This design comes from an exercise in tuning for small area on the open sky130 flow, not from production work. Function was checked by simulation only, so behaviour that the tests miss may differ from the original. No driver is modelled on the clock port, so clocking that relies on it looks cheaper here than on a real chip. Power figures rest on the tool's default switching activity, not on a simulated workload.

## temp_top
module temp_top #(parameter MS_200 = 24'd400_000)(
    input               clk,
    input               rst_n,
    input       [2:0]   key_in,
    input               dq_in,
    output reg          dq_out,
    output      [5:0]   SEL,
    output      [7:0]   DIG
);
    reg  [15:0] fcnt;
    wire        tick = (fcnt == 16'h98c6);
    reg  [2:0]  q;                               
    reg  [1:0]  ax;                              
    wire        end400 = tick & (&q);
    always @(posedge clk or negedge rst_n) begin
        if (!rst_n) begin
            fcnt <= 16'h218c;
            q    <= 3'd0;
            ax   <= 2'd0;
        end else begin
            fcnt <= {fcnt[14:12], fcnt[11] ^ tick, fcnt[10:0], fcnt[15] ^ fcnt[2]};
            if (tick) begin
                q  <= q + 3'd1;
                ax <= (ax == 2'd0) ? 2'd2 : (ax == 2'd2) ? 2'd3 : 2'd0;
            end
        end
    end
    reg  [2:0]  pos;
    always @(*) begin
        case ({ax ^ 2'd2, q[0]})
            3'b00_1: pos = 3'd0;
            3'b00_0: pos = 3'd3;
            3'b01_1: pos = 3'd4;
            3'b01_0: pos = 3'd1;
            3'b10_1: pos = 3'd2;
            default: pos = 3'd5;
        endcase
    end
    reg  [2:0]  k0x;                             
    wire [2:0]  k0 = k0x ^ 3'b001;
    reg         nreg, add_flag, dd;
    reg  [19:0] dcnt;
    wire        E   = add_flag & (dcnt == 20'h96226);    
    wire        run = add_flag & ~E;
    always @(posedge clk or negedge rst_n) begin
        if (!rst_n) begin
            k0x      <= 3'b000;
            nreg     <= 1'b0;
            add_flag <= 1'b0;
            dd       <= 1'b0;
        end else begin
            k0x      <= key_in ^ 3'b001;
            nreg     <= |(~key_in & k0);
            add_flag <= nreg | run;
            dd       <= E;
        end
    end
    always @(posedge clk)
        dcnt <= run ? {~dcnt[18:0], ~(dcnt[19] ^ dcnt[2])} : 20'd0;
    wire        anypress = dd & ~(&k0);
    localparam [3:0] S_IDLE   = 4'b0000,
                     S_INIT0  = 4'b0100,
                     S_INIT1  = 4'b0101,
  ...
Settings: LEC_CHECK=0, CAP_MARGIN=20, CORE_MARGIN=2, CORE_UTILIZATION=40, CTS_BUF_LIST=sky130_fd_sc_hd__clkbuf_8, SLEW_MARGIN=20; clock period 250.0 ns.
standard.sh (not shown) runs the stock make flow with config.mk's settings and CLKGATE_MAP_FILE= SYNTH_SCRIPT=/design/flow/synth_recipe.tcl, a recipe that flattens the netlist after the stock synthesis.
==> flow/flow/run.sh <==
#!/bin/bash
# Own layout flow: the standard synthesis, then its combinational logic
# mapped again with a stronger, area-oriented ABC script (the flip-flops,
# their names and cell types are kept as the standard synthesis made them),
# then the standard layout, with 1x buffers on the ports and a clock
# tree without dummy loads.
# Each tool's output goes to a log file of its own in the work folder.
set -euo pipefail
W=$(pwd)
F=$W/flow
R=$W/orfs/results/$FLOW_PLATFORM/temp_top/base
L=$W/orfs/logs/$FLOW_PLATFORM/temp_top/base
LIB=$FLOW_HOME/platforms/$FLOW_PLATFORM/lib/sky130_fd_sc_hd__tt_025C_1v80.lib
YOSYS=$FLOW_HOME/../tools/install/yosys/bin/yosys
[[ -x $YOSYS ]] || YOSYS=$(command -v yosys)

# 1. standard synthesis
bash standard.sh "$R/1_2_yosys.v" > "$W/flow_synth.log" 2>&1
cp "$R/1_2_yosys.v" "$W/std_1_2_yosys.v"

# 2. remap the combinational logic: rounds of ABC runs with different seeds,
#    each round starting from the smallest netlist so far
python3 "$F/gen_models.py" "$LIB" "$W/combmodels.v" > "$W/flow_models.log" 2>&1
DONT_USE=$(grep -o -- '-dont_use [A-Za-z0-9_]*' "$L/1_2_yosys.log" | sort -u | tr '\n' ' ')
area() { grep 'Chip area' "$1" | tail -1 | awk '{print $NF}'; }

cur=$W/std_1_2_yosys.v
best=""
for round in 1 2 3 4; do
  for s in 1 2 3 4; do
    tag=r${round}_s${s}
    sed "s/&deepsyn -T 30/\&deepsyn -T 90 -S $s/" "$F/remap.abc" > "$W/remap_$tag.abc"
    cat > "$W/remap_$tag.ys" <<EOF
read_liberty -lib $LIB
read_verilog -overwrite $W/combmodels.v
read_verilog $cur
hierarchy -top $FLOW_TOP
flatten
proc
techmap
opt -fast -purge
abc -liberty $LIB $DONT_USE -script $W/remap_$tag.abc
opt_clean -purge
hilomap -singleton -hicell sky130_fd_sc_hd__conb_1 HI -locell sky130_fd_sc_hd__conb_1 LO
insbuf -buf sky130_fd_sc_hd__buf_4 A X
opt_clean -purge
stat -liberty $LIB
write_verilog -noattr -nohex -nodec $W/remap_$tag.v
EOF
    "$YOSYS" -s "$W/remap_$tag.ys" > "$W/flow_remap_$tag.log" 2>&1 &
  done
  wait
  for s in 1 2 3 4; do
    tag=r${round}_s${s}
    a=$(area "$W/flow_remap_$tag.log" || true)
    [[ -n "$a" && -s "$W/remap_$tag.v" ]] || continue
    if [[ -z "$best" ]] || python3 -c "import sys; sys.exit(0 if $a < $best else 1)"; then
      best=$a; cur=$W/remap_$tag.v
    fi
  done
  echo "round $round: best $best from $cur" >> "$W/flow_remap_rounds.log"
done

cat > "$W/remap_check.ys" <<EOF
read_liberty -lib $LIB
read_verilog $cur
hierarchy -top $FLOW_TOP
check -assert -mapped
stat -liberty $LIB
EOF
"$YOSYS" -s "$W/remap_check.ys" > "$W/flow_remap_check.log" 2>&1
cp "$cur" "$R/1_2_yosys.v"

# 3. standard layout from the remapped netlist
export BUFFER_PORTS_ARGS="-buffer_cell sky130_fd_sc_hd__buf_1"
export CTS_ARGS="-sink_clustering_enable -repair_clock_nets -buf_list {sky130_fd_sc_hd__clkbuf_4 sky130_fd_sc_hd__clkbuf_8} -root_buf sky130_fd_sc_hd__clkbuf_8 -dont_use_dummy_load -sink_clustering_size 12"
bash standard.sh > "$W/flow_layout.log" 2>&1
Other scripts of this flow, unchanged in this note and not shown: flow/flow/gen_models.py, flow/flow/remap.abc
The first run ran to the end with no violations.
Rerun with:
--- a/flow/flow/run.sh
+++ b/flow/flow/run.sh
@@ -3,6 +3,7 @@
 # mapped again with a stronger, area-oriented ABC script (the flip-flops,
 # their names and cell types are kept as the standard synthesis made them),
-# then the standard layout, with 1x buffers on the ports and a clock
-# tree without dummy loads.
+# then the standard layout, with 1x buffers on the ports and the clock
+# buffered by hand (four clkbuf_16 straight from the clock port, see
+# manual_cts.tcl) in place of TritonCTS's tree.
 # Each tool's output goes to a log file of its own in the work folder.
 set -euo pipefail
@@ -74,4 +75,5 @@
 # 3. standard layout from the remapped netlist
 export BUFFER_PORTS_ARGS="-buffer_cell sky130_fd_sc_hd__buf_1"
+export PRE_CTS_TCL="$F/manual_cts.tcl"
 export CTS_ARGS="-sink_clustering_enable -repair_clock_nets -buf_list {sky130_fd_sc_hd__clkbuf_4 sky130_fd_sc_hd__clkbuf_8} -root_buf sky130_fd_sc_hd__clkbuf_8 -dont_use_dummy_load -sink_clustering_size 12"
 bash standard.sh > "$W/flow_layout.log" 2>&1
==> flow/flow/manual_cts.tcl (new file) <==
# Clock buffering by hand: the flip-flop clock pins on net clk are split
# into NB groups by position, and each group gets one clkbuf_16 at its
# centroid, driven straight from the clock port.
proc manual_clock_buffers { nb cell } {
  set block [ord::get_db_block]
  set net [$block findNet clk]
  set sinks {}
  foreach it [$net getITerms] {
    if { [$it isInputSignal] || [$it isClocked] } {
      set inst [$it getInst]
      set loc [$inst getLocation]
      lappend sinks [list [lindex $loc 0] [lindex $loc 1] [$inst getName]/[[$it getMTerm] getName]]
    }
  }
  set n [llength $sinks]
  # split by x into two halves, each by y into nb/2 groups
  set byx [lsort -integer -index 0 $sinks]
  set half [expr { ($n + 1) / 2 }]
  set groups {}
  foreach part [list [lrange $byx 0 [expr {$half - 1}]] [lrange $byx $half end]] {
    set byy [lsort -integer -index 1 $part]
    set m [llength $byy]
    set k [expr { $nb / 2 }]
    for { set g 0 } { $g < $k } { incr g } {
      set lo [expr { $g * $m / $k }]
      set hi [expr { ($g + 1) * $m / $k - 1 }]
      lappend groups [lrange $byy $lo $hi]
    }
  }
  set dbu [$block getDbUnitsPerMicron]
  set i 0
  foreach grp $groups {
    set sx 0; set sy 0; set pins {}
    foreach s $grp {
      set sx [expr { $sx + [lindex $s 0] }]
      set sy [expr { $sy + [lindex $s 1] }]
      lappend pins [get_pins [lindex $s 2]]
    }
    set c [llength $grp]
    set x [expr { double($sx) / $c / $dbu }]
    set y [expr { double($sy) / $c / $dbu }]
    insert_buffer -buffer_cell $cell -net clk -load_pins $pins -location [list $x $y] -buffer_name clkbuf_m$i -net_name clknet_m$i
    puts "clock buffer clkbuf_m$i: $c sinks at ($x, $y)"
    incr i
  }
}

# Sourced by ORFS's cts.tcl before clock_tree_synthesis (PRE_CTS_TCL): buffer
# the clock by hand with four clkbuf_16, then keep TritonCTS off these nets.
manual_clock_buffers 4 sky130_fd_sc_hd__clkbuf_16
set_cts_config -skip_nets {clk clknet_m0 clknet_m1 clknet_m2 clknet_m3}
Settings changed: CORE_UTILIZATION 40 to 70.
Result: Global-route usage grows by 9.8 points; maximum frequency stays flat; cell count fell by 11%; design area went down by 2.3%; sequential share of layout area rose by 1.2 points; power decreases by 3.8%.

## afterwards: timing with drivers on the ports
How much do the figures lean on ideal ports? The routed layouts below were timed once more, with nothing changed but the port constraints. Step 1: set_driving_cell puts a clkbuf_16 on clk and a buf_2 on each other input, an assumption about the parent block. Step 2 also shifts input and output timing later by t, the mid clock arrival at the registers, as if the neighbouring blocks saw the same clock. a / b / c = no drivers / after step 1 / after step 2; a / b = the first two.
| run | shift t [ns] | setup WS [ns] | worst slew at a driven data input, ns |
|---|---|---|---|
| the first run | 0.381 | 196.028 / 195.995 / 196.376 | 0.03 |
| the second run | 0.225 | 196.130 / 196.057 / 196.282 | 0.03 |
After both steps setup and hold are still met in every run listed.
